Source: an optimization exercise on an open RTL-to-GDS flow (aim: small area). Production flows keep margins and buffers that such runs may drop. Only simulation tests tie the RTL to the original design; equivalence was not proved. No driver is modelled on the clock port, so clocking that relies on it looks cheaper here than on a real chip. Power figures rest on the tool's default switching activity, not on a simulated workload.

$ cat flow/flow/genmap.py
import re, sys
lib = open(sys.argv[1]).read()
out = []
for m in re.finditer(r'\n    cell \("?(\w+)"?\) \{', lib):
    name = m.group(1)
    # cell body: up to next "\n    cell (" or end
    start = m.end()
    nxt = lib.find('\n    cell (', start)
    body = lib[start: nxt if nxt > 0 else len(lib)]
    if re.search(r'\b(ff|latch|statetable)\s*\(', body):
        continue
    pins = re.findall(r'\n        pin \("?(\w+)"?\) \{(.*?)\n        \}', body, re.S)
    ins, outs = [], []
    for pn, pb in pins:
        d = re.search(r'direction\s*:\s*"?(\w+)"?', pb)
        if not d: continue
        if d.group(1) == 'input': ins.append(pn)
        elif d.group(1) == 'output':
            f = re.search(r'function\s*:\s*"([^"]*)"', pb)
            if not f: break
            outs.append((pn, f.group(1)))
    else:
        if not outs or not name.startswith('sky130_fd_sc_hd__'): continue
        if any(k in name for k in ('lpflow', 'probe', '__fa_', '__ha_', '__conb_', '__fah')): continue
        lines = [f"(* techmap_celltype = \"{name}\" *)",
                 f"module _map_{name} ({', '.join(ins + [o for o,_ in outs])});"]
        lines += [f"  input {p};" for p in ins]
        for o, f in outs:
            e = f.replace('!', '~').replace('+', '|').replace('*', '&')
            e = re.sub(r'(\w)\s+(?=[\w(~])', r'\1 & ', e)
            e = re.sub(r'\)\s+(?=[\w(~])', ') & ', e)
            lines += [f"  output {o};", f"  assign {o} = {e};"]
        lines.append("endmodule")
        out.append("\n".join(lines))
print("\n\n".join(out))
$ cat flow/constraint.sdc
create_clock -name core_clock -period 15.0 [get_ports {CLK}]
set_input_delay 3.0000 -clock core_clock [delete_from_list [all_inputs] [get_ports {CLK}]]
set_output_delay 3.0000 -clock core_clock [all_outputs]
set_load 0.01 [all_outputs]
$ cat flow/design.v
module lf_fa (input wire a, input wire b, input wire c, output wire s, output wire co);
    assign {co, s} = a + b + c;
endmodule
module lf_ha (input wire a, input wire b, output wire s, output wire co);
    assign {co, s} = a + b;
endmodule
module lf_cell (
    input  wire h1, input wire h0,
    input  wire q1, input wire q0, input wire w,
    input  wire p,  input wire m,
    input  wire s,  input wire hold,
    input  wire flip,
    output wire d
    );
    wire n0 = ~(h0 ^ q0);
    wire n1 = ~(h1 ^ q1);
    wire g  = ~(h1 ^ w);
    wire l  = ~(p | n0 | n1) | s & (m & n0 & g | hold);
    assign d = l ^ flip;
endmodule
module automaton (
    input  wire        CLK,
    input  wire        i_rst,
    input  wire        i_cal_stb,
    input  wire        i_clk_tick,
    input  wire [10:0] i_inq_x,
    input  wire [10:0] i_inq_y,
    input  wire [10:0] i_sel_x,
    input  wire [10:0] i_sel_y,
    output wire        o_sta
    );
    localparam W = 50;
    localparam H = 38;
    function [11:0] to_cell;
        input [10:0] x;
        input [10:0] y;
        reg [10:0] xo, yo;
        reg [10:0] cx, cy;
        begin
            xo = x - 11'd12;
            yo = y - 11'd4;
            cx = xo / 11'd20;
            cy = yo / 11'd20;
            if (xo < 11'd1000 && yo < 11'd760)
                to_cell = {cy[5:0], cx[5:0]};
            else
                to_cell = {cy[5:0], 6'd63};
        end
    endfunction
    reg [11:0] sel1, sel2, sel3;    
    reg [11:0] inq1, inq2;
    always @(posedge CLK) begin
        sel1 <= to_cell(i_sel_x, i_sel_y);
        sel2 <= sel1;
        sel3 <= sel2;
        inq1 <= to_cell(i_inq_x, i_inq_y);
        inq2 <= inq1;
    end
    reg clr;
    always @(posedge CLK or posedge i_rst)
        if (i_rst) clr <= 1'b1;
        else       clr <= 1'b0;
    wire cal  = i_cal_stb & ~clr;
    wire hold = ~i_cal_stb & ~clr;
    wire tick = i_clk_tick & ~i_cal_stb;
    reg  [W-1:0] st [0:H-1];
    wire [W-1:0] nx [0:H-1];
    wire [1:0] hh [0:H+1][0:W-1];
    genvar i, j, k;
    generate
        for (j = 0; j < W; j = j + 1) begin : hpad
            assign hh[0][j] = 2'd0;
            assign hh[H+1][j] = 2'd0;
        end
        for (i = 0; i < H; i = i + 1) begin : hrow
            for (j = 0; j < W; j = j + 1) begin : hcol
                if (j == 0)
                    lf_ha u (.a(st[i][j]), .b(st[i][j+1]), .s(hh[i+1][j][0]), .co(hh[i+1][j][1]));
                else if (j == W-1)
                    lf_ha u (.a(st[i][j-1]), .b(st[i][j]), .s(hh[i+1][j][0]), .co(hh[i+1][j][1]));
                else
                    lf_fa u (.a(st[i][j-1]), .b(st[i][j]), .c(st[i][j+1]), .s(hh[i+1][j][0]), .co(hh[i+1][j][1]));
            end
        end
        for (k = 0; k < H/2; k = k + 1) begin : pair
            for (j = 0; j < W; j = j + 1) begin : pcol
                wire [1:0] ta = hh[2*k+1][j];
                wire [1:0] tb = hh[2*k+2][j];
                wire q0, c0, q1, q2;
                lf_ha ul (.a(ta[0]), .b(tb[0]), .s(q0), .co(c0));
                lf_fa uh (.a(ta[1]), .b(tb[1]), .c(c0), .s(q1), .co(q2));
                wire w = q1 ^ q0;
                wire p = q2 | ~cal;
                wire m = (q2 ^ (q1 | q0)) & cal;
                wire fa = tick && sel3[11:6] == 2*k   && sel3[5:0] == j;
                wire fb = tick && sel3[11:6] == 2*k+1 && sel3[5:0] == j;
                lf_cell ca (.h1(hh[2*k][j][1]), .h0(hh[2*k][j][0]), .q1(q1), .q0(q0), .w(w), .p(p), .m(m),
                            .s(st[2*k][j]), .hold(hold), .flip(fa), .d(nx[2*k][j]));
                lf_cell cb (.h1(hh[2*k+3][j][1]), .h0(hh[2*k+3][j][0]), .q1(q1), .q0(q0), .w(w), .p(p), .m(m),
                            .s(st[2*k+1][j]), .hold(hold), .flip(fb), .d(nx[2*k+1][j]));
            end
        end
        for (i = 0; i < H; i = i + 1) begin : upd
            always @(posedge CLK) st[i] <= nx[i];
        end
    endgenerate
    reg sta;
    wire [W-1:0] qrow = (inq2[11:6] < H) ? nx[inq2[11:6]] : {W{1'b0}};
    always @(posedge CLK or posedge i_rst)
        if (i_rst) sta <= 1'b0;
        else       sta <= (inq2[5:0] < W) ? qrow[inq2[5:0]] : 1'b0;
    assign o_sta = sta;
endmodule
$ cat flow/flow/remap.ys
# Re-map the standard synthesis for area: flip-flops, adders and tie cells
# stay as they are (instances, names, cell types); every other cell is read
# as its logic function and the whole is mapped again with ABC.
read_liberty -lib @LIB@
read_verilog @IN@
hierarchy -top @TOP@
techmap -map @MAP@
techmap
opt -fast
opt_clean
abc -liberty @LIB@ @DONTUSE@ -script @SCRIPT@
opt_clean -purge
setundef -zero
splitnets
opt_clean -purge
check -assert
tee -o remap_stat.txt stat -liberty @LIB@
write_verilog -noattr -noexpr -nohex -nodec @OUT@
$ cat flow/config.mk
export PLATFORM = sky130hd
export DESIGN_NAME = automaton
export DESIGN_NICKNAME = automaton
export VERILOG_FILES = /design/flow/design.v
export SDC_FILE = /design/flow/constraint.sdc
export NUM_CORES = 8
export LEC_CHECK = 0
export CAP_MARGIN = 20
export CORE_MARGIN = 2
export CORE_UTILIZATION = 50
export PLACE_DENSITY = 0.6
export SLEW_MARGIN = 20
export SYNTH_HIERARCHICAL = 1
export SYNTH_MINIMUM_KEEP_SIZE = 0
$ cat flow/flow/area.abc
&get -n
&st
&dch -f
&nf
&st
&syn2
&dch -f
&nf
&put
$ cat flow/standard.sh
#!/bin/bash
# synth_recipe.tcl (not shown) runs the flow's synth.tcl, then flattens the netlist and writes it again
# the make line also repeats each setting of config.mk as NAME=value (left out here)
make -C /OpenROAD-flow-scripts/flow DESIGN_CONFIG=/design/flow/config.mk WORK_HOME=/design/flow/orfs CLKGATE_MAP_FILE= SYNTH_SCRIPT=/design/flow/synth_recipe.tcl "${@:-finish}"
$ cat flow/flow/run.sh
#!/bin/bash
# Standard synthesis, then its combinational logic re-mapped for area
# (flip-flops untouched), then the standard layout from floorplan on.
set -euo pipefail
W=$(pwd)
R=$W/orfs/results/$FLOW_PLATFORM/automaton/base
LIB=$FLOW_HOME/platforms/$FLOW_PLATFORM/lib/sky130_fd_sc_hd__tt_025C_1v80.lib
YOSYS=$(command -v yosys || echo $FLOW_HOME/../tools/install/yosys/bin/yosys)

bash standard.sh synth > synth_standard.log 2>&1
cp $R/1_2_yosys.v $W/standard_netlist.v

DU=""
for c in $(sed -n '/DONT_USE_CELLS/,/^#/p' $FLOW_HOME/platforms/$FLOW_PLATFORM/config.mk | grep -o 'sky130_fd_sc_hd__[a-z0-9_]*'); do
  DU="$DU -dont_use $c"
done
python3 flow/genmap.py $LIB > $W/cellmap.v
sed -e "s|@LIB@|$LIB|g" -e "s|@IN@|$W/standard_netlist.v|" -e "s|@TOP@|$FLOW_TOP|" -e "s|@MAP@|$W/cellmap.v|" \
    -e "s|@DONTUSE@|$DU|" -e "s|@SCRIPT@|$W/flow/area.abc|" -e "s|@OUT@|$W/remapped.v|" \
    flow/remap.ys > $W/remap_run.ys
$YOSYS -s $W/remap_run.ys > remap.log 2>&1

cp $W/remapped.v $R/1_2_yosys.v
rm -f $R/1_synth.odb $R/1_synth.sdc
bash standard.sh synth > synth_odb.log 2>&1
cmp -s $W/remapped.v $R/1_2_yosys.v || { echo "re-mapped netlist was overwritten"; exit 1; }
bash standard.sh > layout.log 2>&1
test -f out/final.def
==> impl_metrics.json, run 1 <==
{
  "outcome": "finished clean",
  "fin_tns_setup_ns": 0,
  "grt_max_degree": 172,
  "num-fill-cells": 46200,
  "die_area_um2": 529000,
  "antenna_found_initial": 71,
  "clock_tree.buffer_depth": 4,
  "fin_crit_sh": 0.592,
  "crit_chain": "buf_2, nand4bb_1, nor2_4, buf_4, nand2_1, xor2_1, a221o_1, a2111o_1, nor3b_1, o21ai_0, a31oi_1, nor4_1, o21ai_0, o21ai_0, o221a_1",
  "slowest_stage": "nor2_4",
  "start_util": 0.502,
  "syn_to_final_growth_pct": 9.17,
  "syn_area_per_cell_um2": 9.78,
  "critical_path.max_fanout": 22,
  "synthCells": 26700,
  "die_h_um": 727,
  "max_freq_mhz": 113,
  "required_ns": 15.91,
  "path_clk_slew_ns": 0.06,
  "start_kind": "input port",
  "placed_area_um2": 276000,
  "critPathTopFamily": "simple AND/OR/NAND/NOR gates",
  "setup_viol": 0,
  "ctsHoldBuffers": 0,
  "cts_made_buffers": 279,
  "numPortBuffers": 42,
  "vias_per_cell": 6.39,
  "multiInputGateArea_um2": 217000,
  "maxCapViolations": 0,
  "cts_tree": "yes",
  "ys.warnings.count": 9,
  "syn-cell-area_um2": 261000,
  "cp_common_cell": "o21ai_0",
  "first_iter_violations": 21700,
  "grt.overflow.total": 0,
  "gr-usage-all-layers": 0.370,
  "fin_area_um2": 285000,
  "rsz0062_at_grt": "false",
  "end_kind": "flip-flop",
  "leakage_nw": 145,
  "cp_data_arrival_time_ns": 9.80,
  "finalHoldViolCount": 0,
  "core_um2": 521000,
  "routabilityCongestion": 0.997,
  "clk_latency_ns": 1.03,
  "layout_commonest_cell": "xor2_1",
  "relSlewSlack": 0.127,
  "fin_ws_ns": 6.12,
  "period_needed_ns": 8.88,
  "dp_hpwl_um": 798000,
  "htree_levels": 5,
  "cts.sinks": 1962,
  "grt_pass1_vias": 226000,
  "cpPeakStageDelay_ns": 1.07,
  "firstDrtPassIters": 6,
  "register_area_um2": 39300,
  "hp-class": "reg2reg",
  "routed_wl_um": 1000000,
  "pre_cts_ws_ns": 5.27,
  "vias": 224000,
  "tightest_slew_ns": 1.31,
  "path_buf_inv": 2,
  "fin_skew_ns": 0.0809,
  "critical_path_class": "in2reg",
  "post_cts_buffers": 0,
  "drc": 0,
  "ios": 49,
  "finalMaxSlewViolations": 0,
  "core.rowCount": 265,
  "final_cell_mix": "xor2_1 (7139), fa_1 (2774), ha_1 (1986), dfxtp_1 (1953), clkinv_1 (1949)",
  "dieWidth_um": 727,
  "grt_pass1_wl_um": 1470000,
  "cts_resized": 0,
  "ant_nets": 0,
  "drive_gt1_frac": 0.0348,
  "post_drt_wl_per_cell_um": 28.7,
  "power_density_nw_per_um2": 57.6,
  "fin_hold_ws_ns": 0.325,
  "root_buffer": "clkbuf_16",
  "nNetsFinal": 32600,
  "p_total_mw": 16.4,
  "irDropWorstVdd_v": 0.0000857
}
routing by layer:
layer	global-route usage	share of wire	routed length, µm	vias to the layer above
met1	0.466	0.39	392000	111000
met4	0.270	0.088	88400	36
met3	0.0785	0.091	91000	3036
li1	-	-	-	98400
met5	0	0.00029	293	-
met2	0.562	0.43	431000	10700
path summary, 6_finish.rpt:
check / start / end / slack [ns] / cells past startpoint
setup reg to reg: clr / sta / 7.34 / 18
hold / removal: inq1[3] / inq2[3] / 0.32 / 0
max in group asynchronous: i_rst / clr / 12.40 / 2
min in group asynchronous: i_rst / sta / 2.27 / 2
hold reg to reg: inq1[3] / inq2[3] / 0.32 / 0
setup / recovery: i_cal_stb / sta / 6.12 / 15
where the power goes:
| part | switching [mW] | total, mW | internal [mW] |
|---|---|---|---|
| Clock | 2.95 | 7.07 | 4.12 |
| Combinational | 2.60 | 3.86 | 1.26 |
| Sequential | 0.208 | 5.51 | 5.30 |
final cells by class:
cell class                 instances  share of cell area
clock inverter                    81             0.00323
inverter                        1944              0.0256
antenna                           57            0.000500
timing repair buffer             419              0.0128
sequential                      1962               0.138
tap                             6942              0.0304
clock buffer                     415              0.0294
multi-input combinational      23100               0.760
through the flow:
stage | util | std cells
2_1_floorplan | - | 27100
3_3_place_gp | 0.530 | 34400
3_5_place_dp | 0.530 | 34400
4_1_cts | 0.547 | 34900
5_1_grt | 0.548 | 34900
6_report | 0.548 | 35000
worst register-to-register path, stage by stage, from the launching register on:
cell      delay [ns]
dfstp_2         0.78
buf_4           0.56
nand2b_4        0.52
buf_12          0.44
buf_4           0.80
buf_4           0.88
nor2_1          0.19
a32oi_1         0.35
xor2_1          0.24
a22oi_1         0.23
nand4_1         0.11
a21o_1          0.20
nor4_1          0.42
o21ai_0         0.33
a31oi_1         0.71
nor4_1          0.14
o21ai_0         0.22
o21ai_0         0.14
o221a_1         0.27
registers in the layout, indices dropped and copies added, names as in the netlist:
| name | cells |
|---|---|
| st | 1900 |
| inq1 | 12 |
| inq2 | 12 |
| sel1 | 12 |
| sel2 | 12 |
| sel3 | 12 |
| clr | 1 |
| sta | 1 |
==> inputs of run 2 (changes only) <==
--- a/flow/flow/run.sh
+++ b/flow/flow/run.sh
@@ -25,4 +25,7 @@
 bash standard.sh synth > synth_odb.log 2>&1
 cmp -s $W/remapped.v $R/1_2_yosys.v || { echo "re-mapped netlist was overwritten"; exit 1; }
+# Clock tree: larger sink clusters and no dummy loads, which the tree's
+# balance does not need here.
+export CTS_ARGS="-sink_clustering_enable -repair_clock_nets -dont_use_dummy_load -sink_clustering_size 20 -sink_clustering_max_diameter 80 -buf_list {sky130_fd_sc_hd__clkbuf_4 sky130_fd_sc_hd__clkbuf_8 sky130_fd_sc_hd__clkbuf_16}"
 bash standard.sh > layout.log 2>&1
 test -f out/final.def
==> flow/flow/area.abc (replaced) <==
&get -n
&st
&dch -f
&nf -p -R 1000 -F 8 -A 4 -C 32
&put
--- a/flow/flow/genmap.py
+++ b/flow/flow/genmap.py
@@ -22,5 +22,5 @@
     else:
         if not outs or not name.startswith('sky130_fd_sc_hd__'): continue
-        if any(k in name for k in ('lpflow', 'probe', '__fa_', '__ha_', '__conb_', '__fah')): continue
+        if any(k in name for k in ('lpflow', 'probe', '__fa_', '__conb_', '__fah')): continue
         lines = [f"(* techmap_celltype = \"{name}\" *)",
                  f"module _map_{name} ({', '.join(ins + [o for o,_ in outs])});"]
--- a/flow/flow/remap.ys
+++ b/flow/flow/remap.ys
@@ -1,3 +1,3 @@
-# Re-map the standard synthesis for area: flip-flops, adders and tie cells
+# Re-map the standard synthesis for area: flip-flops, full adders and tie cells
 # stay as they are (instances, names, cell types); every other cell is read
 # as its logic function and the whole is mapped again with ABC.
==> run 2 against run 1 <==
Compared with the run above: still clean on timing, DRC and antenna; flip-flop and latch count did not move; count of clock-buffer cells in the layout fell by 212; clock skew up 0.026 ns; global-route usage rose by 6.5 points; synthesized cell count is 11% higher; clock power fell by 31%; sequential share of layout area rose by 1.1 points; combinational power up 15%; first-iteration DRC count up 64%; routed wire length is 12% higher; area after synthesis is 6.2% lower; utilization decreased by 0.77 points; largest cell class unchanged; highest routed layer unchanged.
==> impl_metrics.json, run 2 <==
{
  "num-fill-cells": 45600,
  "grt_max_degree": 179,
  "reg2reg_from": "inq2[6]",
  "drc": 0,
  "post_drt_wl_per_cell_um": 30.3,
  "ff2ff_path_depth": 18,
  "antenna_found_initial": 124,
  "setup_viol": 0,
  "worst_hold_path.endpoint": "inq2[6]",
  "min_path_cells": 0,
  "layout_commonest_cell": "nor2_1",
  "start_kind": "input port",
  "ys.warnings.count": 9,
  "rsz0062_at_grt": "false",
  "drive_gt1_frac": 0.0251,
  "numPortBuffers": 42,
  "cts.sinks": 1962,
  "gr-usage-all-layers": 0.435,
  "synthCells": 29600,
  "end_kind": "flip-flop",
  "outcome": "finished clean",
  "cts_made_buffers": 203,
  "placed_area_um2": 259000,
  "required_ns": 15.84,
  "finalMaxSlewViolations": 0,
  "ant_nets": 0,
  "register_area_um2": 39300,
  "multiInputGateArea_um2": 207000,
  "slowest_stage": "nor4_1",
  "crit_chain": "clkdlybuf4s50_1, nand2b_1, nor2_1, nand4_1, nor2_4, buf_12, buf_4, nand2_1, xor2_1, a22o_1, a221oi_1, nand4_1, nor4_1, o21ai_0, a41oi_1, o21ai_0, a21oi_1, a221oi_1, buf_4",
  "core_um2": 489000,
  "grt.overflow.total": 0,
  "cp-startpoint": "i_cal_stb",
  "tightest_slew_ns": 1.31,
  "worst_r2r_endpoint": "sta",
  "ios": 49,
  "firstDrtPassIters": 10,
  "post_cts_buffers": 0,
  "vias": 248000,
  "dp_hpwl_um": 867000,
  "dp_cells": 36600,
  "critical_path_class": "in2reg",
  "largest_reg_flops": 1900,
  "nNetsFinal": 33200,
  "fin_hold_ws_ns": 0.327,
  "clk_latency_ns": 1.04,
  "period_needed_ns": 9.82,
  "max_freq_mhz": 102,
  "regMostFlops": "st",
  "die_h_um": 704,
  "relSlewSlack": 0.118,
  "fin_crit_sh": 0.655,
  "critical_path.max_fanout": 24,
  "ctsHoldBuffers": 0,
  "final_cell_mix": "nor2_1 (5487), nand2_1 (4478), xor2_1 (4258), fa_1 (2774), dfxtp_1 (1957)",
  "fin_area_um2": 264000,
  "clock_tree.buffer_depth": 4,
  "routabilityCongestion": 1.03,
  "routed_wl_um": 1120000,
  "syn_area_per_cell_um2": 8.28,
  "core.rowCount": 257,
  "root_buffer": "clkbuf_16",
  "start_util": 0.501,
  "path_clk_slew_ns": 0.06,
  "maxCapViolations": 0,
  "hp-start": "inq1[6]",
  "vias_per_cell": 6.70,
  "first_iter_violations": 35600,
  "grt_pass1_vias": 227000,
  "die_area_um2": 496000,
  "cts_resized": 0,
  "fin_tns_setup_ns": 0,
  "htree_levels": 4,
  "cts_tree": "yes",
  "fin_skew_ns": 0.107,
  "syn-cell-area_um2": 245000,
  "syn_to_final_growth_pct": 7.78,
  "cp_data_arrival_time_ns": 10.66,
  "cpPeakStageDelay_ns": 0.97,
  "irDropWorstVdd_v": 0.000100,
  "rrSetupSlack_ns": 7.46,
  "leakage_nw": 100,
  "hp-class": "reg2reg",
  "grt_pass1_wl_um": 1590000,
  "finalHoldViolCount": 0,
  "power_density_nw_per_um2": 57.0,
  "dieWidth_um": 704,
  "instances_no_fill": 37000
}
[run 2: power breakdown]
group          switching [mW]  internal [mW]
Combinational            3.05           1.39
Clock                    2.51           2.36
Sequential              0.388           5.35
[run 2: layer usage]
metal	GRT usage	share of wire	vias up
met5	0.000385	0.00029	-
met4	0.304	0.078	46
met3	0.138	0.14	3554
met2	0.614	0.41	16200
met1	0.564	0.38	120000
li1	-	-	108000
[run 2: worst max-delay path: cells and delay by family]
kind	cells	cell delay (ns)
compound gates	7	2.29
xor+xnor	1	0.24
buf+inv	4	1.89
simple gates	7	3.14
[run 2: final cells by class]
type                       count  share of cell area
tap                         6475              0.0307
antenna                      128             0.00121
sequential                  1962               0.149
inverter                      23            0.000327
multi-input combinational  27700               0.784
clock buffer                 203              0.0192
timing repair buffer         452              0.0161
[run 2: how the worst max path moves through the flow]
stage / to / slack (ns) / depth (start not counted)
after floorplan: sta / -10.27 / 16
after global placement: sta / 4.92 / 21
after detailed placement: sta / 4.93 / 21
after CTS: sta / 5.90 / 21
after global routing: sta / 5.34 / 19
final: sta / 5.18 / 19
[run 2: per-stage QoR]
step / power, mW / util / setup slack, ns
global placement: 9.96 / 0.529 / 4.92
CTS: 14.8 / 0.539 / 5.90
floorplan: 8.69 / - / -10.27
finish: 15.0 / 0.540 / 5.18
global route: 15.6 / 0.539 / 5.34
detailed placement: 10.1 / 0.529 / 4.93
==> inputs of run 3 (changes only) <==
--- a/flow/design.v
+++ b/flow/design.v
@@ -7,6 +7,6 @@
 module lf_cell (
     input  wire h1, input wire h0,
-    input  wire q1, input wire q0, input wire w,
-    input  wire p,  input wire m,
+    input  wire q1, input wire q0,
+    input  wire p,  input wire m0, input wire m1,
     input  wire s,  input wire hold,
     input  wire flip,
@@ -15,6 +15,5 @@
     wire n0 = ~(h0 ^ q0);
     wire n1 = ~(h1 ^ q1);
-    wire g  = ~(h1 ^ w);
-    wire l  = ~(p | n0 | n1) | s & (m & n0 & g | hold);
+    wire l  = ~(p | n0 | n1) | s & (n0 & (n1 ? m0 : m1) | hold);
     assign d = l ^ flip;
 endmodule
@@ -90,12 +89,12 @@
                 lf_ha ul (.a(ta[0]), .b(tb[0]), .s(q0), .co(c0));
                 lf_fa uh (.a(ta[1]), .b(tb[1]), .c(c0), .s(q1), .co(q2));
-                wire w = q1 ^ q0;
                 wire p = q2 | ~cal;
                 wire m = (q2 ^ (q1 | q0)) & cal;
+                wire m0 = m & ~q0, m1 = m & q0;
                 wire fa = tick && sel3[11:6] == 2*k   && sel3[5:0] == j;
                 wire fb = tick && sel3[11:6] == 2*k+1 && sel3[5:0] == j;
-                lf_cell ca (.h1(hh[2*k][j][1]), .h0(hh[2*k][j][0]), .q1(q1), .q0(q0), .w(w), .p(p), .m(m),
+                lf_cell ca (.h1(hh[2*k][j][1]), .h0(hh[2*k][j][0]), .q1(q1), .q0(q0), .m0(m0), .m1(m1), .p(p),
                             .s(st[2*k][j]), .hold(hold), .flip(fa), .d(nx[2*k][j]));
-                lf_cell cb (.h1(hh[2*k+3][j][1]), .h0(hh[2*k+3][j][0]), .q1(q1), .q0(q0), .w(w), .p(p), .m(m),
+                lf_cell cb (.h1(hh[2*k+3][j][1]), .h0(hh[2*k+3][j][0]), .q1(q1), .q0(q0), .m0(m0), .m1(m1), .p(p),
                             .s(st[2*k+1][j]), .hold(hold), .flip(fb), .d(nx[2*k+1][j]));
             end
--- a/flow/config.mk
+++ b/flow/config.mk
@@ -8,6 +8,6 @@
 export CAP_MARGIN = 20
 export CORE_MARGIN = 2
-export CORE_UTILIZATION = 50
-export PLACE_DENSITY = 0.6
+export CORE_UTILIZATION = 60
+export PLACE_DENSITY = 0.68
 export SLEW_MARGIN = 20
 export SYNTH_HIERARCHICAL = 1
==> run 3 against run 2 <==
Compared with the run above: still clean; clock power shrank 11%; synthesized cell count shrank 5.0%; non-clock buffer count grew 5; setup slack lost 0.36 ns; maximum frequency shrank 3.5%; utilization grew 10 points; flip-flop and latch count is the same; routed wire length shrank 12%; final cell count shrank 6.6%; combinational power shrank 34%; area after synthesis shrank 0.41%; sequential share of layout area grew 0.17 points; largest cell class unchanged; highest routed layer unchanged.
==> impl_metrics.json, run 3 <==
{
  "gr-usage-all-layers": 0.464,
  "maxCapViolations": 0,
  "cp_data_arrival_time_ns": 10.96,
  "synthCells": 28100,
  "cts.sinks": 1962,
  "p_total_mw": 12.8,
  "cpPeakStageDelay_ns": 0.92,
  "path_clk_slew_ns": 0.07,
  "grt.overflow.total": 0,
  "clock_tree.buffer_depth": 4,
  "ant_nets": 0,
  "num-fill-cells": 35000,
  "cts_tree": "yes",
  "cp_common_cell": "nand2_1",
  "start_util": 0.602,
  "final_cell_mix": "xor2_1 (4715), nand2_1 (3656), nor2_1 (2874), fa_1 (2774), o21ai_0 (2055)",
  "die_h_um": 642,
  "outcome": "finished clean",
  "end_kind": "flip-flop",
  "cts_resized": 0,
  "met3_usage": 0.163,
  "max_freq_mhz": 98.2,
  "grt_util_met2": 0.697,
  "period_needed_ns": 10.18,
  "slowest_stage": "a222oi_1",
  "core_um2": 406000,
  "start_kind": "input port",
  "clk_latency_ns": 1.01,
  "root_buffer": "clkbuf_16",
  "drc": 0,
  "grt_busiest_layer": "met2",
  "ys.warnings.count": 9,
  "vias": 237000,
  "finalHoldViolCount": 0,
  "ctsHoldBuffers": 0,
  "grt_pass1_vias": 225000,
  "post_cts_buffers": 0,
  "fin_tns_setup_ns": 0,
  "relSlewSlack": 0.171,
  "tightest_slew_ns": 1.24,
  "dieWidth_um": 642,
  "firstDrtPassIters": 15,
  "fin_skew_ns": 0.0618,
  "hp-class": "reg2reg",
  "layout_commonest_cell": "xor2_1",
  "critical_path_class": "in2reg",
  "leakage_nw": 117,
  "ios": 49,
  "register_area_um2": 39300,
  "critical_path.max_fanout": 17,
  "setup_viol": 0,
  "die_area_um2": 412000,
  "multiInputGateArea_um2": 206000,
  "nNetsFinal": 31800,
  "grt_pass1_wl_um": 1430000,
  "gr-usage-met1": 0.534,
  "rsz0062_at_grt": "false",
  "vias_per_cell": 6.87,
  "crit_chain": "clkdlybuf4s50_1, nand2b_1, nor2_1, nand2_1, or2_0, nor2_4, buf_4, nand2_1, xor2_1, a22oi_1, nand4_1, nor4_1, a31oi_1, nor2_1, nor3_1, o21ai_0, o21ai_0, nand2_1, a222oi_1",
  "finalMaxSlewViolations": 0,
  "cts_made_buffers": 173,
  "power_density_nw_per_um2": 48.9,
  "htree_levels": 4,
  "fin_crit_sh": 0.679,
  "irDropWorstVdd_v": 0.0000854,
  "numPortBuffers": 40,
  "largest_reg_flops": 1900,
  "syn_area_per_cell_um2": 8.68,
  "regMostFlops": "st",
  "routabilityCongestion": 1.02,
  "syn_to_final_growth_pct": 7.02,
  "grt_max_degree": 155,
  "antenna_found_initial": 111,
  "routed_wl_um": 989000,
  "first_iter_violations": 29000,
  "required_ns": 15.77,
  "drive_gt1_frac": 0.0254,
  "dp_hpwl_um": 771000,
  "post_drt_wl_per_cell_um": 28.7,
  "core.rowCount": 234,
  "syn-cell-area_um2": 244000
}
run 3: worst paths after layout:
check,startpoint,end,slack (ns),cells past startpoint
setup / recovery,i_cal_stb,sta,4.82,19
hold / removal,sel2[11],sel3[11],0.32,0
setup reg to reg,sel3[6],sta,6.94,15
hold reg to reg,sel2[11],sel3[11],0.32,0
max in group asynchronous,i_rst,clr,12.55,2
min in group asynchronous,i_rst,sta,2.21,2
run 3: through the flow:
stage / area, µm² / utilization / cells / hold WS, ns / worst slack, ns
finish: 261000 / 0.644 / 34500 / 0.323 / 4.82
global route: 261000 / 0.643 / 34400 / 0.330 / 5.17
CTS: 261000 / 0.643 / 34400 / 0.321 / 5.55
detailed placement: 256000 / 0.632 / 34200 / 0.312 / 4.54
global placement: 256000 / 0.632 / 34200 / 0.311 / 4.54
floorplan: 245000 / - / 28300 / 0.310 / -1.83
run 3: layout make-up:
cell class,instances,area share
diodes,163,0.00156
clock buffers,173,0.0166
inverters,24,0.000350
multi-input cells,26300,0.790
flip-flops and latches,1962,0.150
well taps,5428,0.0260
repair buffers,457,0.0153
run 3: power breakdown:
| group | switching (mW) | total [mW] | internal, mW |
|---|---|---|---|
| logic | 2.11 | 2.93 | 0.822 |
| registers | 0.201 | 5.49 | 5.29 |
| clock network | 2.32 | 4.35 | 2.03 |
run 3: metal layers:
layer / wire, µm / share of wire
met2: 425000 / 0.43
met3: 130000 / 0.13
met4: 92800 / 0.094
met5: 1350 / 0.0014
met1: 340000 / 0.34
run 3: worst max-delay path: cells and delay by family:
family          cells  cell delay (ns)
simple gates       11             3.66
compound gates      5             2.86
buf+inv             2             1.10
xor+xnor            1             0.28
==> inputs of run 4 (changes only) <==
--- a/flow/flow/run.sh
+++ b/flow/flow/run.sh
@@ -27,5 +27,5 @@
 # Clock tree: larger sink clusters and no dummy loads, which the tree's
 # balance does not need here.
-export CTS_ARGS="-sink_clustering_enable -repair_clock_nets -dont_use_dummy_load -sink_clustering_size 20 -sink_clustering_max_diameter 80 -buf_list {sky130_fd_sc_hd__clkbuf_4 sky130_fd_sc_hd__clkbuf_8 sky130_fd_sc_hd__clkbuf_16}"
+export CTS_ARGS="-sink_clustering_enable -repair_clock_nets -dont_use_dummy_load -sink_clustering_size 16 -sink_clustering_max_diameter 60 -buf_list sky130_fd_sc_hd__clkbuf_8"
 bash standard.sh > layout.log 2>&1
 test -f out/final.def
--- a/flow/config.mk
+++ b/flow/config.mk
@@ -6,9 +6,9 @@
 export NUM_CORES = 8
 export LEC_CHECK = 0
-export CAP_MARGIN = 20
+export CAP_MARGIN = 5
 export CORE_MARGIN = 2
-export CORE_UTILIZATION = 60
-export PLACE_DENSITY = 0.68
-export SLEW_MARGIN = 20
+export CORE_UTILIZATION = 50
+export PLACE_DENSITY = 0.6
+export SLEW_MARGIN = 5
 export SYNTH_HIERARCHICAL = 1
 export SYNTH_MINIMUM_KEEP_SIZE = 0
==> run 4 against run 3 <==
Compared with the run above: flip-flop and latch count unchanged; non-clock buffer count down 8; highest routed layer unchanged; clock skew up 0.060 ns; largest cell class unchanged; largest power group unchanged; synthesized cell count unchanged; critical path depth unchanged; total power down 1.2%; register-to-register slack worse by 0.62 ns.
==> impl_metrics.json, run 4 <==
{
  "dp_hpwl_um": 791000,
  "grt.overflow.total": 0,
  "ctsHoldBuffers": 0,
  "finalMaxSlewViolations": 0,
  "ff2ff_path_depth": 16,
  "synthCells": 28100,
  "root_buffer": "clkbuf_8",
  "critical_path_class": "in2reg",
  "largest_reg_flops": 1900,
  "outcome": "finished clean",
  "setup_viol": 0,
  "path_clk_slew_ns": 0.10,
  "path_buf_inv": 2,
  "start_util": 0.502,
  "period_needed_ns": 10.88,
  "worst_hold_path.endpoint": "inq2[6]",
  "hp-start": "inq1[6]",
  "cp_common_cell": "nand2_1",
  "nNetsFinal": 31900,
  "placed_area_um2": 258000,
  "critPathTopFamily": "simple AND/OR/NAND/NOR gates",
  "fin_skew_ns": 0.122,
  "leakage_nw": 117,
  "rrSetupSlack_ns": 6.32,
  "irDropWorstVdd_v": 0.0000681,
  "pre_cts_ws_ns": 3.94,
  "antenna_found_initial": 90,
  "post_drt_wl_per_cell_um": 28.5,
  "vias": 233000,
  "ant_nets": 0,
  "hp-class": "reg2reg",
  "cts_resized": 0,
  "clock_tree.buffer_depth": 4,
  "syn-cell-area_um2": 244000,
  "regMostFlops": "st",
  "cts.sinks": 1962,
  "drc": 0,
  "maxCapViolations": 0,
  "cp_data_arrival_time_ns": 11.90,
  "syn_to_final_growth_pct": 7.40,
  "fin_area_um2": 262000,
  "instances_no_fill": 35600,
  "clk_latency_ns": 1.26,
  "firstDrtPassIters": 11,
  "relSlewSlack": 0.0482,
  "drive_gt1_frac": 0.0295,
  "numPortBuffers": 40,
  "die_area_um2": 494000,
  "layout_commonest_cell": "xor2_1",
  "start_kind": "input port",
  "max_freq_mhz": 91.9,
  "slowest_stage": "o21ai_0",
  "required_ns": 16.02,
  "tightest_slew_ns": 1.41,
  "core_um2": 486000,
  "cts_made_buffers": 304,
  "worst_r2r_endpoint": "sta",
  "dp_cells": 35200,
  "htree_levels": 5,
  "routabilityCongestion": 0.990,
  "rsz0062_at_grt": "false",
  "core.rowCount": 256,
  "routed_wl_um": 1010000,
  "ys.warnings.count": 9,
  "fin_ws_ns": 4.12,
  "post_cts_buffers": 0,
  "end_kind": "flip-flop",
  "final_cell_mix": "xor2_1 (4715), nand2_1 (3656), nor2_1 (2874), fa_1 (2774), o21ai_0 (2057)",
  "min_path_cells": 0,
  "finalHoldViolCount": 0,
  "reg2reg_from": "sel3[7]",
  "grt_pass1_wl_um": 1460000,
  "grt_max_degree": 138,
  "crit_chain": "clkdlybuf4s50_1, nand2b_1, nor2_1, nand2_1, or2_0, nor2_4, buf_4, nand2_1, xor2_1, a21oi_1, nand3_1, nor4_1, a31oi_1, nor2_1, nor3_1, o21ai_0, o21ai_0, nand2_1, a222oi_1",
  "critical_path.max_fanout": 17,
  "vias_per_cell": 6.54,
  "die_h_um": 703,
  "first_iter_violations": 26700,
  "fin_tns_setup_ns": 0,
  "grt_pass1_vias": 222000,
  "power_density_nw_per_um2": 48.1,
  "dieWidth_um": 703,
  "syn_area_per_cell_um2": 8.68,
  "cpPeakStageDelay_ns": 1.05,
  "gr-usage-all-layers": 0.398,
  "ios": 49,
  "fin_crit_sh": 0.725,
  "cts_tree": "yes"
}
## run 4: through the flow
step	util	total power [mW]	hold slack [ns]
floorplan	-	7.50	0.310
global placement	0.530	8.35	0.310
detailed placement	0.530	8.40	0.312
CTS	0.539	12.5	0.316
global route	0.539	13.0	0.323
finish	0.539	12.6	0.314
## run 4: final cells by class
class                           count  area (µm²)
Antenna cell                       78         195
Clock buffer                      304        4180
Fill cell                       45300      224000
Inverter                           24        91.3
Multi-Input combinational cell  26300      206000
Sequential cell                  1962       39300
Tap cell                         6450        8070
Timing Repair Buffer              449        3930
## run 4: routing by layer
metal | track usage | vias to the layer above | wire length [µm]
met5 | 0.00314 | - | 759
met4 | 0.273 | 92 | 78800
met3 | 0.115 | 3673 | 116000
met2 | 0.621 | 12600 | 448000
met1 | 0.475 | 113000 | 371000
li1 | - | 103000 | -
## run 4: how the worst max path moves through the flow
stage	startpoint	end	slack (ns)	cells after the start
3_5_place_dp	i_cal_stb	sta	3.94	19
4_1_cts	i_cal_stb	sta	5.23	19
3_3_place_gp	i_cal_stb	sta	3.89	19
5_1_grt	i_cal_stb	sta	4.54	20
6_report	i_cal_stb	sta	4.12	19
2_1_floorplan	i_cal_stb	sta	-1.83	15
## run 4: worst reg2reg max path, delay by kind of cell (launching register included)
kind	cells	cell delay (ns)
AO/OA/AOI/OAI	6	3.87
XOR/XNOR	1	0.33
buffers and inverters	1	0.37
flip-flops	1	1.07
AND/OR/NAND/NOR	8	2.89
## run 4: report_power, final
group          leakage, nW  internal [mW]  switching, mW  total, mW
logic                 98.6          0.818           2.09       2.91
clock network         2.19           1.78           2.42       4.20
registers             15.8           5.29          0.214       5.51
total                  117           7.89           4.72       12.6
==> inputs of run 5 (changes only) <==
--- a/flow/flow/run.sh
+++ b/flow/flow/run.sh
@@ -28,4 +28,6 @@
 # balance does not need here.
 export CTS_ARGS="-sink_clustering_enable -repair_clock_nets -dont_use_dummy_load -sink_clustering_size 16 -sink_clustering_max_diameter 60 -buf_list sky130_fd_sc_hd__clkbuf_8"
+bash standard.sh cts > layout_to_cts.log 2>&1
+RESULTS=$R LIB=$LIB openroad -no_init -exit flow/downsize.tcl > downsize.log 2>&1
 bash standard.sh > layout.log 2>&1
 test -f out/final.def
==> flow/flow/downsize.tcl (new file) <==
# Area recovery after clock tree synthesis, on the placed design: every cell
# that has a smaller variant of the same function (a lower drive strength)
# is tried at the smaller size and kept there when slew and capacitance keep
# their margin, setup slack stays above 2 ns and, for clock buffers, every
# flip-flop clock pin's estimated slew stays below CLK_MAX.  Narrower cells
# keep their place, so the placement stays legal.
set R $::env(RESULTS)
read_db $R/4_cts.odb
read_liberty $::env(LIB)
read_sdc $R/4_cts.sdc
source $::env(FLOW_HOME)/platforms/$::env(FLOW_PLATFORM)/setRC.tcl
set CLK_MAX 0.100
report_design_area
proc cell_area {m} { return [expr [$m getWidth]*[$m getHeight]] }
proc smaller_masters {mname} {
  if {![regexp {^(sky130_fd_sc_hd__[a-z0-9]+)_([0-9]+)$} $mname -> base n]} { return {} }
  set out {}
  set db [ord::get_db]
  set cur [$db findMaster $mname]
  set ca [cell_area $cur]
  foreach k {0 1 2 3 4 6 8 12 16} {
    if {$k >= $n} continue
    set m [$db findMaster ${base}_$k]
    if {$m == "NULL" || $m == ""} continue
    if {[cell_area $m] < $ca} { lappend out [list [cell_area $m] ${base}_$k] }
  }
  set out [lsort -real -index 0 $out]
  set names {}
  foreach x $out { lappend names [lindex $x 1] }
  return $names
}
proc clk_slew_worst {} {
  set w 0
  foreach p [get_pins -hierarchical */CLK] {
    set s [get_property $p slew_max]
    if {$s > $w} {set w $s}
  }
  return $w
}
# flip-flop clock pins driven straight by a clock buffer
proc leaf_clk_pins {inst} {
  set pins {}
  foreach it [$inst getITerms] {
    if {![$it isOutputSignal]} continue
    foreach l [[$it getNet] getITerms] {
      if {[$l getMTerm] != "NULL" && [[$l getMTerm] getName] == "CLK"} {
        lappend pins [get_pins [[$l getInst] getName]/CLK]
      }
    }
  }
  return $pins
}
proc pins_slew_worst {pins} {
  set w 0
  foreach p $pins {
    set s [get_property $p slew_max]
    if {$s > $w} {set w $s}
  }
  return $w
}
proc ok_state {slew0 cap0 wns_min clk_max} {
  set s [sta::max_slew_check_slack_limit]
  set c [sta::max_capacitance_check_slack_limit]
  if {$s < [expr min($slew0, $::SLEW_R)]} { return 0 }
  if {$c < [expr min($cap0, $::CAP_R)]} { return 0 }
  if {[sta::worst_slack_cmd max] < $wns_min} { return 0 }
  return 1
}
proc reest {inst} {
  foreach it [$inst getITerms] {
    set n [$it getNet]
    if {$n == "NULL" || $n == ""} continue
    set sn [get_nets -quiet [$n getName]]
    if {$sn != ""} { est::estimate_parasitic_net $sn }
  }
}
set SLEW_R 0.15
set CAP_R 0.15
estimate_parasitics -placement
set slew0 [sta::max_slew_check_slack_limit]
set cap0 [sta::max_capacitance_check_slack_limit]
puts "start: slew ratio $slew0 cap ratio $cap0 wns [sta::worst_slack_cmd max] clk [clk_slew_worst]"
set gained 0
set nswap 0
set ntry 0
foreach inst [[ord::get_db_block] getInsts] {
  set m [$inst getMaster]
  if {[$m getType] != "CORE"} continue
  set mname [$m getName]
  if {[regexp {df|fill|tap|decap|conb|diode} $mname]} continue
  set cands [smaller_masters $mname]
  if {$cands == {}} continue
  set isclk [regexp {clkbuf} $mname]
  if {$isclk} {
    set leaf [leaf_clk_pins $inst]
    if {$leaf == {}} continue
  }
  incr ntry
  foreach c $cands {
    set old [$inst getMaster]
    set iname [$inst getName]
    replace_cell $iname $c
    reest $inst
    set good [ok_state $slew0 $cap0 2e-9 0]
    if {$good && $isclk} {
      if {[pins_slew_worst $leaf] > $::CLK_MAX} { set good 0 }
    }
    if {$good} {
      set gained [expr $gained + ([cell_area $old] - [cell_area [$inst getMaster]])/1e6]
      incr nswap
      break
    } else {
      replace_cell $iname [$old getName]
      reest $inst
    }
  }
}
estimate_parasitics -placement
puts "tried $ntry, downsized $nswap cells, area recovered $gained um2; slew ratio [sta::max_slew_check_slack_limit] cap ratio [sta::max_capacitance_check_slack_limit] wns [sta::worst_slack_cmd max] clk [clk_slew_worst]"
report_design_area
check_placement
write_db $R/4_cts.odb
==> run 5 against run 4 <==
Compared with the run above: now fails the layout checks on max-capacitance violations, max-slew violations; critical path depth decreased by 1; utilization decreased by 0.65 points; final cell count increased by 0.16%; maximum frequency decreased by 5.3%; synthesized cell count unchanged; non-clock buffer count unchanged; combinational power decreased by 3%; critical path type unchanged; first-iteration DRC count increased by 1.4%.
==> impl_metrics.json, run 5 <==
{
  "end_kind": "flip-flop",
  "maxCapViolations": 1,
  "syn_to_final_growth_pct": 6.11,
  "post_drt_wl_per_cell_um": 28.4,
  "clock_tree.buffer_depth": 4,
  "register_area_um2": 39300,
  "routed_wl_um": 1010000,
  "placed_area_um2": 258000,
  "cp_data_arrival_time_ns": 12.47,
  "ctsHoldBuffers": 0,
  "ys.warnings.count": 9,
  "cts_resized": 0,
  "required_ns": 15.98,
  "leakage_nw": 116,
  "start_kind": "input port",
  "irDropWorstVdd_v": 0.0000659,
  "largest_reg_flops": 1900,
  "final_cell_mix": "xor2_1 (4715), nand2_1 (3656), nor2_1 (2973), fa_1 (2774), o21ai_0 (2057)",
  "highest_layer": "met5",
  "core_um2": 486000,
  "m1WireLength_um": 371000,
  "synthCells": 28100,
  "critical_path.max_fanout": 20,
  "nNetsFinal": 31900,
  "grt.overflow.total": 0,
  "met2_length_um": 449000,
  "finalMaxSlewViolations": 17,
  "root_buffer": "clkbuf_8",
  "vias": 233000,
  "antenna_found_initial": 109,
  "period_needed_ns": 11.49,
  "outcome": "complete, but fails checks",
  "power_density_nw_per_um2": 46.1,
  "die_h_um": 703,
  "die_area_um2": 494000,
  "rsz0062_at_grt": "false",
  "routabilityCongestion": 0.990,
  "fin_hold_ws_ns": 0.318,
  "drc": 0,
  "critical_path_class": "in2reg",
  "dp_hpwl_um": 791000,
  "cts.sinks": 1962,
  "max_freq_mhz": 87.0,
  "layout_commonest_cell": "xor2_1",
  "grt_pass1_vias": 223000,
  "tightest_slew_ns": 1.55,
  "rrSetupSlack_ns": 5.39,
  "setup_viol": 0,
  "post_cts_buffers": 0,
  "fin_crit_sh": 0.766,
  "path_clk_slew_ns": 0.10,
  "fin_area_um2": 259000,
  "syn-cell-area_um2": 244000,
  "finalHoldViolCount": 0,
  "start_util": 0.502,
  "fin_tns_setup_ns": 0,
  "grt_max_degree": 138,
  "dieWidth_um": 703,
  "firstDrtPassIters": 14,
  "relSlewSlack": -0.0331,
  "numPortBuffers": 40,
  "hp-class": "reg2reg",
  "syn_area_per_cell_um2": 8.68,
  "grt_pass1_wl_um": 1460000,
  "core.rowCount": 256,
  "drive_gt1_frac": 0.0237,
  "fin_skew_ns": 0.115,
  "multiInputGateArea_um2": 206000,
  "wl_met3_um": 116000,
  "vias_per_cell": 6.55,
  "gr-usage-all-layers": 0.398,
  "regMostFlops": "st",
  "first_iter_violations": 27100,
  "violations": "max-capacitance violations, max-slew violations",
  "ios": 49,
  "ant_nets": 0,
  "htree_levels": 5,
  "clk_latency_ns": 1.24,
  "cts_made_buffers": 304,
  "cts_tree": "yes",
  "num-fill-cells": 45900
}
## run 5: metrics by stage
step                instances  setup WS (ns)   util  power, mW
floorplan               28300          -1.83      -       7.50
detailed placement      35200           3.94  0.530       8.40
finish                  35600           3.51  0.533       11.9
CTS                     35500           5.23  0.539       12.5
global placement        35200           3.89  0.530       8.35
global route            35500           3.81  0.532       12.3
## run 5: path summary, 6_finish.rpt
| kind | depth (start not counted) | start | endpoint |
|---|---|---|---|
| worst max-delay path | 18 | i_cal_stb | sta |
| worst min-delay path | 0 | inq1[6] | inq2[6] |
| worst max register to register | 15 | sel3[6] | sta |
| worst min register to register | 0 | inq1[6] | inq2[6] |
| max in group asynchronous | 2 | i_rst | clr |
| min in group asynchronous | 2 | i_rst | sta |
## run 5: area by class of cell
type	instances	share of cell area
multi-input cells	26300	0.794
flip-flops and latches	1962	0.152
well taps	6450	0.0312
clock buffers	304	0.0117
repair buffers	449	0.00992
diodes	136	0.00131
inverters	24	0.000353
## run 5: worst max-delay path: stages
cell and delay [ns]:
clkdlybuf4s50_1 0.52, nand2b_1 0.57, nor2_1 0.37, nand2_1 0.21, or2_0 0.47, nor2_1 0.87
buf_2 0.94, buf_2 0.99, nand2_1 0.15, xor2_1 0.28, a222oi_1 0.37, nand4_1 0.14
nor4_2 0.82, nor3_1 0.09, o21ai_0 0.98, o21ai_0 0.68, nand2_1 0.56, a222oi_1 0.35
## run 5: layer usage
metal	vias to the layer above	GRT usage
met3	3622	0.114
li1	103000	-
met1	113000	0.476
met5	-	0.00343
met2	13000	0.621
met4	66	0.271
## run 5: where the power goes
part           internal (mW)  total (mW)  leakage [nW]  switching, mW
registers               5.29        5.50          15.8          0.213
logic                  0.782        2.83          98.2           2.05
clock network           1.27        3.61          1.73           2.33
==> inputs of run 6 (changes only) <==
--- a/flow/flow/run.sh
+++ b/flow/flow/run.sh
@@ -30,4 +30,6 @@
 bash standard.sh cts > layout_to_cts.log 2>&1
 RESULTS=$R LIB=$LIB openroad -no_init -exit flow/downsize.tcl > downsize.log 2>&1
+# more rounds of antenna repair after detailed routing than the default 5
+export MAX_REPAIR_ANTENNAS_ITER_DRT=12
 bash standard.sh > layout.log 2>&1
 test -f out/final.def
--- a/flow/flow/downsize.tcl
+++ b/flow/flow/downsize.tcl
@@ -2,5 +2,5 @@
 # that has a smaller variant of the same function (a lower drive strength)
 # is tried at the smaller size and kept there when slew and capacitance keep
-# their margin, setup slack stays above 2 ns and, for clock buffers, every
+# their margin (and the cell's own net a wide one), setup slack stays above 2 ns and, for clock buffers, every
 # flip-flop clock pin's estimated slew stays below CLK_MAX.  Narrower cells
 # keep their place, so the placement stays legal.
@@ -59,4 +59,20 @@
   return $w
 }
+# worst slew on the net a cell drives (its output pin and every load pin)
+proc out_slew_worst {inst} {
+  set w 0
+  foreach it [$inst getITerms] {
+    if {![$it isOutputSignal]} continue
+    set n [$it getNet]
+    if {$n == "NULL" || $n == ""} continue
+    foreach l [$n getITerms] {
+      set p [get_pins -quiet [[$l getInst] getName]/[[$l getMTerm] getName]]
+      if {$p == ""} continue
+      set sl [get_property $p slew_max]
+      if {$sl > $w} {set w $sl}
+    }
+  }
+  return $w
+}
 proc ok_state {slew0 cap0 wns_min clk_max} {
   set s [sta::max_slew_check_slack_limit]
@@ -75,6 +91,7 @@
   }
 }
-set SLEW_R 0.15
-set CAP_R 0.15
+set SLEW_R 0.2
+set CAP_R 0.2
+set NET_SLEW_MAX 0.9
 estimate_parasitics -placement
 set slew0 [sta::max_slew_check_slack_limit]
@@ -103,4 +120,5 @@
     reest $inst
     set good [ok_state $slew0 $cap0 2e-9 0]
+    if {$good && [out_slew_worst $inst] > $::NET_SLEW_MAX} { set good 0 }
     if {$good && $isclk} {
       if {[pins_slew_worst $leaf] > $::CLK_MAX} { set good 0 }
--- a/flow/config.mk
+++ b/flow/config.mk
@@ -6,9 +6,9 @@
 export NUM_CORES = 8
 export LEC_CHECK = 0
-export CAP_MARGIN = 5
+export CAP_MARGIN = 20
 export CORE_MARGIN = 2
 export CORE_UTILIZATION = 50
 export PLACE_DENSITY = 0.6
-export SLEW_MARGIN = 5
+export SLEW_MARGIN = 20
 export SYNTH_HIERARCHICAL = 1
 export SYNTH_MINIMUM_KEEP_SIZE = 0
==> run 6 against run 5 <==
Compared with the run above: now clean on timing, DRC and antenna; die area did not move; hold slack improved by 0.011 ns; non-clock buffer count rose by 1; clock power rose by 1%; final cell count about the same; cell area up 0.21%.
==> impl_metrics.json, run 6 <==
{
  "clock_tree.buffer_depth": 4,
  "syn_area_per_cell_um2": 8.68,
  "synthCells": 28100,
  "grt_max_degree": 138,
  "numPortBuffers": 40,
  "tightest_slew_ns": 1.35,
  "p_int_mw": 7.35,
  "grt_pass1_wl_um": 1460000,
  "max_freq_mhz": 91.5,
  "largest_reg_flops": 1900,
  "maxCapViolations": 0,
  "finish.utilization": 0.534,
  "syn_to_final_growth_pct": 6.33,
  "dp_hpwl_um": 791000,
  "ys.warnings.count": 9,
  "reg2reg_from": "sel3[6]",
  "vias_per_cell": 6.56,
  "layout_commonest_cell": "xor2_1",
  "ctsHoldBuffers": 0,
  "cts_resized": 0,
  "routabilityCongestion": 0.990,
  "core_um2": 486000,
  "multiInputGateArea_um2": 206000,
  "rsz0062_at_grt": "false",
  "core.rowCount": 256,
  "vias": 234000,
  "drive_gt1_frac": 0.0257,
  "die_area_um2": 494000,
  "post_drt_wl_per_cell_um": 28.5,
  "gr-usage-all-layers": 0.398,
  "htree_levels": 5,
  "fin_area_um2": 260000,
  "nNetsFinal": 31900,
  "leakage_nw": 116,
  "irDropWorstVdd_v": 0.0000685,
  "antenna_found_initial": 118,
  "ios": 49,
  "critical_path.max_fanout": 14,
  "hp-start": "inq1[0]",
  "path_clk_slew_ns": 0.09,
  "register_area_um2": 39300,
  "root_buffer": "clkbuf_8",
  "regMostFlops": "st",
  "cts_made_buffers": 312,
  "fin_crit_sh": 0.728,
  "post_cts_buffers": 0,
  "fin_skew_ns": 0.123,
  "cts_tree": "yes",
  "ant_nets": 0,
  "relSlewSlack": 0.0915,
  "first_iter_violations": 27500,
  "cp_data_arrival_time_ns": 11.90,
  "num-fill-cells": 45700,
  "clkPwrFrac": 0.304,
  "start_kind": "input port",
  "end_kind": "flip-flop",
  "finalMaxSlewViolations": 0,
  "dp_cells": 35200,
  "fin_tns_setup_ns": 0,
  "p_total_mw": 12.0,
  "start_util": 0.502,
  "cts.sinks": 1962,
  "grt_pass1_vias": 222000,
  "final_cell_mix": "xor2_1 (4715), nand2_1 (3656), nor2_1 (2966), fa_1 (2774), o21ai_0 (2057)",
  "die_h_um": 703,
  "critical_path_class": "in2reg",
  "syn-cell-area_um2": 244000,
  "hp-class": "reg2reg",
  "grt.overflow.total": 0,
  "setup_viol": 0,
  "switching_share": 0.387,
  "seq_power_share": 0.459,
  "cp-startpoint": "i_cal_stb",
  "finalHoldViolCount": 0,
  "routed_wl_um": 1010000,
  "outcome": "finished clean",
  "p_switching_mw": 4.65,
  "placed_area_um2": 258000,
  "clk_latency_ns": 1.22,
  "p_comb_frac": 0.237,
  "drc": 0,
  "power_density_nw_per_um2": 46.2,
  "period_needed_ns": 10.93,
  "instances_no_fill": 35600,
  "firstDrtPassIters": 13,
  "required_ns": 15.98,
  "dieWidth_um": 703
}
==> run 6: layout make-up <==
class	count	share of cell area
Tap cell	6450	0.0311
Inverter	24	0.000352
Timing Repair Buffer	450	0.0118
Antenna cell	118	0.00114
Clock buffer	312	0.0117
Multi-Input combinational cell	26300	0.792
Sequential cell	1962	0.151
==> run 6: worst max-delay path, stage by stage <==
cell and delay, ns:
clkdlybuf4s50_1 0.54, nand2b_1 0.59, nor2_1 0.37, nand2_1 0.21
or2_0 0.50, nor2_4 0.76, buf_1 0.78, nand2_1 0.16
xor2_1 0.24, nand2_1 0.13, nand4_1 0.15, o32ai_1 0.09
o21ai_0 1.07, nor2_1 0.07, nor3_1 0.20, o21ai_0 0.37
o21ai_0 0.99, nand2_1 0.56, a222oi_1 1.03
==> run 6: per-layer routing <==
metal	vias to the layer above	GRT usage	wire, µm
met5	-	0.00451	841
met4	58	0.268	78000
met3	3617	0.112	117000
met2	13000	0.623	448000
met1	114000	0.477	371000
li1	103000	-	-
==> run 6: path summary, 6_finish.rpt <==
path                                 to  slack [ns]  cells after the start
worst min-delay path            inq2[0]        0.33                      0
max in group asynchronous           clr       12.86                      2
worst max register to register      sta        6.23                     19
worst min register to register  inq2[0]        0.33                      0
min in group asynchronous           sta        1.96                      2
worst max-delay path                sta        4.07                     19
==> run 6: per-stage QoR <==
stage	hold slack (ns)	worst slack, ns
after detailed placement	0.312	3.94
after global routing	0.337	4.64
after global placement	0.310	3.89
after CTS	0.311	5.22
after floorplan	0.310	-1.83
final	0.329	4.07
==> run 6: power by group through the flow <==
stage                     clock, mW  sequential, mW  combinational, mW
after global placement            0            5.62               2.73
after global routing           3.82            5.51               3.01
after detailed placement          0            5.62               2.78
after CTS                      4.30            5.51               2.79
final                          3.65            5.50               2.84
after floorplan                   0            5.51               1.99
==> inputs of run 7 (changes only) <==
--- a/flow/flow/run.sh
+++ b/flow/flow/run.sh
@@ -27,9 +27,7 @@
 # Clock tree: larger sink clusters and no dummy loads, which the tree's
 # balance does not need here.
-export CTS_ARGS="-sink_clustering_enable -repair_clock_nets -dont_use_dummy_load -sink_clustering_size 16 -sink_clustering_max_diameter 60 -buf_list sky130_fd_sc_hd__clkbuf_8"
+export CTS_ARGS="-sink_clustering_enable -repair_clock_nets -dont_use_dummy_load -sink_clustering_size 20 -sink_clustering_max_diameter 80 -buf_list {sky130_fd_sc_hd__clkbuf_4 sky130_fd_sc_hd__clkbuf_8 sky130_fd_sc_hd__clkbuf_16}"
 bash standard.sh cts > layout_to_cts.log 2>&1
 RESULTS=$R LIB=$LIB openroad -no_init -exit flow/downsize.tcl > downsize.log 2>&1
-# more rounds of antenna repair after detailed routing than the default 5
-export MAX_REPAIR_ANTENNAS_ITER_DRT=12
 bash standard.sh > layout.log 2>&1
 test -f out/final.def
==> run 7 against run 6 <==
Compared with the run above: critical endpoint unchanged; combinational power barely moved; largest power group unchanged; critical path depth decreased by 1; routed wire length down 0.25%.
==> impl_metrics.json, run 7 <==
{
  "post_cts_buffers": 0,
  "fin_tns_setup_ns": 0,
  "first_iter_violations": 27000,
  "tightest_slew_ns": 1.39,
  "largest_reg_flops": 1900,
  "synthCells": 28100,
  "fin_skew_ns": 0.0887,
  "required_ns": 15.73,
  "routabilityCongestion": 0.990,
  "numPortBuffers": 40,
  "setup_viol": 0,
  "highest_layer": "met5",
  "dieWidth_um": 703,
  "fin_area_um2": 260000,
  "rsz0062_at_grt": "false",
  "wl_met3_um": 114000,
  "cts_resized": 0,
  "grt.overflow.total": 0,
  "period_needed_ns": 11.61,
  "cp_data_arrival_time_ns": 12.34,
  "cts_made_buffers": 186,
  "fin_crit_sh": 0.774,
  "root_buffer": "clkbuf_16",
  "layout_commonest_cell": "xor2_1",
  "ctsHoldBuffers": 0,
  "vias": 233000,
  "die_area_um2": 494000,
  "routed_wl_um": 1010000,
  "path_clk_slew_ns": 0.08,
  "ant_nets": 0,
  "final_cell_mix": "xor2_1 (4715), nand2_1 (3656), nor2_1 (2966), fa_1 (2774), o21ai_0 (2057)",
  "dp_hpwl_um": 791000,
  "cts.sinks": 1962,
  "placed_area_um2": 258000,
  "ys.warnings.count": 9,
  "clock_tree.buffer_depth": 4,
  "hp-class": "reg2reg",
  "syn_area_per_cell_um2": 8.68,
  "grt_max_degree": 138,
  "firstDrtPassIters": 11,
  "met2_length_um": 449000,
  "vias_per_cell": 6.55,
  "antenna_found_initial": 111,
  "core.rowCount": 256,
  "end_kind": "flip-flop",
  "clk_latency_ns": 0.96,
  "die_h_um": 703,
  "finalMaxSlewViolations": 0,
  "power_density_nw_per_um2": 46.8,
  "irDropWorstVdd_v": 0.0000892,
  "regMostFlops": "st",
  "start_util": 0.502,
  "syn-cell-area_um2": 244000,
  "cts_tree": "yes",
  "critical_path_class": "in2reg",
  "syn_to_final_growth_pct": 6.44,
  "htree_levels": 4,
  "ios": 49,
  "max_freq_mhz": 86.1,
  "start_kind": "input port",
  "critical_path.max_fanout": 17,
  "grt_pass1_wl_um": 1450000,
  "m1WireLength_um": 372000,
  "gr-usage-all-layers": 0.398,
  "post_drt_wl_per_cell_um": 28.5,
  "outcome": "finished clean",
  "leakage_nw": 116,
  "nNetsFinal": 31800,
  "drive_gt1_frac": 0.0214,
  "grt_pass1_vias": 221000,
  "finalHoldViolCount": 0,
  "finish.utilization": 0.534,
  "drc": 0,
  "relSlewSlack": 0.0635,
  "maxCapViolations": 0,
  "core_um2": 486000
}
## run 7: per-layer routing
metal  track usage  up-vias
li1              -   103000
met1         0.476   113000
met2         0.623    12500
met3         0.111     3525
met4         0.266       79
met5       0.00245        -
## run 7: final cells by class
type                       count  area, µm²
antenna                      111        278
clock buffer                 186       3330
fill                       45500     226000
inverter                      24       91.3
multi-input combinational  26300     206000
sequential                  1962      39300
tap                         6450       8070
timing repair buffer         450       3050
## run 7: metrics by stage
stage / hold slack [ns] / std cells / power (mW) / worst slack, ns
3_5_place_dp: 0.312 / 35200 / 8.40 / 3.94
6_report: 0.326 / 35500 / 12.2 / 3.39
3_3_place_gp: 0.310 / 35200 / 8.35 / 3.89
5_1_grt: 0.331 / 35400 / 12.5 / 3.96
2_1_floorplan: 0.310 / 28300 / 7.50 / -1.83
4_1_cts: 0.328 / 35400 / 12.9 / 4.95
## run 7: power by group
part	switching, mW	internal [mW]
combinational	2.05	0.790
clock	2.29	1.52
sequential	0.214	5.29
total	4.56	7.60
## run 7: worst max-delay path: stages
cell and delay [ns]:
clkdlybuf4s50_1 0.54, nand2b_1 0.60, nor2_1 0.38, nand2_1 0.21, or2_0 0.50, nor2_4 0.77, buf_1 0.78, buf_2 0.73
nand2_1 0.13, xor2_1 0.22, a222oi_1 0.43, nand3_1 0.16, nor4_2 1.11, nor3_1 0.09, o21ai_0 1.00, o21ai_0 0.70
nand2_1 0.56, a222oi_1 0.34
## run 7: path summary, 6_finish.rpt
path	cells after the start	end	start	slack, ns
setup / recovery	18	sta	i_cal_stb	3.39
hold / removal	0	inq2[0]	inq1[0]	0.33
setup reg to reg	15	sta	sel3[7]	5.84
hold reg to reg	0	inq2[0]	inq1[0]	0.33
max in group asynchronous	2	clr	i_rst	12.62
min in group asynchronous	2	sta	i_rst	2.19
==> inputs of run 8 (changes only) <==
--- a/flow/flow/run.sh
+++ b/flow/flow/run.sh
@@ -30,4 +30,6 @@
 bash standard.sh cts > layout_to_cts.log 2>&1
 RESULTS=$R LIB=$LIB openroad -no_init -exit flow/downsize.tcl > downsize.log 2>&1
+# more rounds of antenna repair after detailed routing than the default 5
+export MAX_REPAIR_ANTENNAS_ITER_DRT=12
 bash standard.sh > layout.log 2>&1
 test -f out/final.def
--- a/flow/config.mk
+++ b/flow/config.mk
@@ -8,6 +8,6 @@
 export CAP_MARGIN = 20
 export CORE_MARGIN = 2
-export CORE_UTILIZATION = 50
-export PLACE_DENSITY = 0.6
+export CORE_UTILIZATION = 56
+export PLACE_DENSITY = 0.66
 export SLEW_MARGIN = 20
 export SYNTH_HIERARCHICAL = 1
==> run 8 against run 7 <==
Compared with the run above: sequential power is essentially flat; maximum frequency grew 9.8%; routed wire length shrank 1.4%; critical path type unchanged; still clean; clock power shrank 2%; highest routed layer unchanged; cell area shrank 0.38%; die area shrank 11%.
==> impl_metrics.json, run 8 <==
{
  "max_freq_mhz": 94.6,
  "clock_tree.buffer_depth": 4,
  "relSlewSlack": 0.0654,
  "syn_to_final_growth_pct": 6.03,
  "post_cts_buffers": 0,
  "min_path_cells": 0,
  "gr-usage-all-layers": 0.437,
  "antenna_found_initial": 98,
  "largest_reg_flops": 1900,
  "finalHoldViolCount": 0,
  "path_clk_slew_ns": 0.09,
  "pre_cts_ws_ns": 4.20,
  "syn-cell-area_um2": 244000,
  "layout_commonest_cell": "xor2_1",
  "ant_nets": 0,
  "p_total_mw": 12.1,
  "vias_per_cell": 6.79,
  "root_buffer": "clkbuf_16",
  "post_drt_wl_per_cell_um": 28.7,
  "core_um2": 434000,
  "drive_gt1_frac": 0.0211,
  "nNetsFinal": 31800,
  "htree_levels": 4,
  "cts_made_buffers": 174,
  "dieWidth_um": 664,
  "grt_max_degree": 152,
  "dp_hpwl_um": 772000,
  "period_needed_ns": 10.57,
  "ys.warnings.count": 9,
  "maxCapViolations": 0,
  "hp-class": "reg2reg",
  "synthCells": 28100,
  "cts.sinks": 1962,
  "fin_crit_sh": 0.705,
  "hp-start": "inq1[4]",
  "first_iter_violations": 29000,
  "firstDrtPassIters": 13,
  "vias": 236000,
  "rrSetupSlack_ns": 6.39,
  "finalMaxSlewViolations": 0,
  "fin_ws_ns": 4.43,
  "grt_pass1_wl_um": 1440000,
  "required_ns": 15.85,
  "die_h_um": 664,
  "tightest_slew_ns": 1.39,
  "routed_wl_um": 998000,
  "clk_latency_ns": 0.99,
  "cp_data_arrival_time_ns": 11.42,
  "fin_tns_setup_ns": 0,
  "start_util": 0.562,
  "ios": 49,
  "critical_path.max_fanout": 76,
  "routabilityCongestion": 0.995,
  "grt.overflow.total": 0,
  "regMostFlops": "st",
  "irDropWorstVdd_v": 0.0000769,
  "worst_hold_path.endpoint": "inq2[4]",
  "syn_area_per_cell_um2": 8.68,
  "start_kind": "input port",
  "core.rowCount": 242,
  "drc": 0,
  "fin_skew_ns": 0.0852,
  "ff2ff_path_depth": 20,
  "critical_path_class": "in2reg",
  "leakage_nw": 116,
  "grt_pass1_vias": 223000,
  "rsz0062_at_grt": "false",
  "power_density_nw_per_um2": 46.6,
  "cts_resized": 0,
  "outcome": "finished clean",
  "numPortBuffers": 40,
  "cts_tree": "yes",
  "setup_viol": 0,
  "worst_r2r_endpoint": "sta",
  "ctsHoldBuffers": 0,
  "finish.utilization": 0.596,
  "reg2reg_from": "clr",
  "final_cell_mix": "xor2_1 (4715), nand2_1 (3656), nor2_1 (2977), fa_1 (2774), o21ai_0 (2056)",
  "die_area_um2": 441000,
  "end_kind": "flip-flop"
}
==> run 8: final cells by class <==
type	instances	area, µm²
diodes	132	330
fillers	39000	175000
repair buffers	459	3070
well taps	5734	7170
inverters	24	91.3
flip-flops and latches	1962	39300
clock buffers	174	3190
multi-input cells	26300	206000
==> run 8: power breakdown <==
part           switching, mW  internal [mW]
Combinational           2.04          0.790
Sequential             0.211           5.29
Clock                   2.26           1.46
==> run 8: through the flow <==
stage | hold WS, ns | instance area (µm²) | cells
after detailed placement | 0.312 | 257000 | 34500
after global routing | 0.324 | 259000 | 34700
after global placement | 0.311 | 257000 | 34500
after CTS | 0.320 | 261000 | 34700
final | 0.317 | 259000 | 34800
after floorplan | 0.310 | 245000 | 28300
==> run 8: worst max-delay path, cell delays in order <==
cell,delay [ns]
clkdlybuf4s50_1,0.50
nand2b_4,0.44
buf_6,0.54
buf_2,0.75
buf_4,0.75
a211oi_1,0.13
o21ai_0,0.18
nor2_1,0.08
a31oi_1,0.15
o21ai_0,0.11
a32oi_1,0.23
xor2_1,0.15
a221oi_1,0.45
nand4_1,0.16
nor4_2,1.04
nor3_1,0.07
o21ai_0,0.80
o21ai_0,0.68
nand2_1,0.51
a222oi_1,0.13
clkbuf_4,0.21
==> run 8: worst max path at each step <==
stage,from,to,slack (ns),cells past startpoint
detailed placement,i_cal_stb,sta,4.20,17
floorplan,i_cal_stb,sta,-1.83,15
global placement,i_cal_stb,sta,4.18,17
finish,i_cal_stb,sta,4.43,21
global route,i_cal_stb,sta,4.56,21
CTS,i_cal_stb,sta,5.20,17
==> run 8: routing by layer <==
layer  global-route usage  vias to the layer above  part of all wire
met1                0.510                   114000              0.35
met3                0.143                     4272              0.13
met5                    0                        -           0.00034
met4                0.348                       34             0.092
li1                     -                   103000                 -
met2                0.660                    14900              0.43

[afterwards: timing with drivers on the ports]
The flow's constraints put no driver on any port. The routed layouts listed below were extracted and timed again, unchanged, in two steps. Step 1 (the two cells are an assumption about what drives the block):
set clk [get_ports {CLK}]
set_driving_cell -lib_cell sky130_fd_sc_hd__clkbuf_16 $clk
set_driving_cell -lib_cell sky130_fd_sc_hd__buf_2 [delete_from_list [all_inputs] $clk]
Step 2 times the ports against the registers' clock, not the clock port: input delays grow and output delays shrink by t, the midpoint of the rising clock arrivals with the driver on. a / b / c = no drivers / after step 1 / after step 2; a / b = the first two.
run	t (ns)	setup slack, ns	hold slack, ns	cell pins on the clock port's net
run 1	1.113	6.118 / 6.018 / 4.905	0.325 / 0.325 / 0.325	1
run 2	1.119	5.175 / 5.260 / 4.141	0.327 / 0.327 / 0.327	1
run 3	1.087	4.817 / 4.910 / 3.822	0.323 / 0.323 / 0.323	1
run 4	1.317	4.124 / 4.221 / 2.905	0.314 / 0.314 / 0.314	1
run 5	1.297	3.511 / 3.607 / 2.310	0.318 / 0.318 / 0.318	1
run 6	1.284	4.074 / 4.173 / 2.888	0.329 / 0.329 / 0.329	1
run 7	1.062	3.391 / 3.495 / 2.432	0.326 / 0.326 / 0.326	1
run 8	1.070	4.429 / 4.512 / 3.442	0.317 / 0.317 / 0.317	1
For run 4, which loses most, drivers alone change the setup slack by +0.097 ns; drivers and shift together by -1.219 ns.
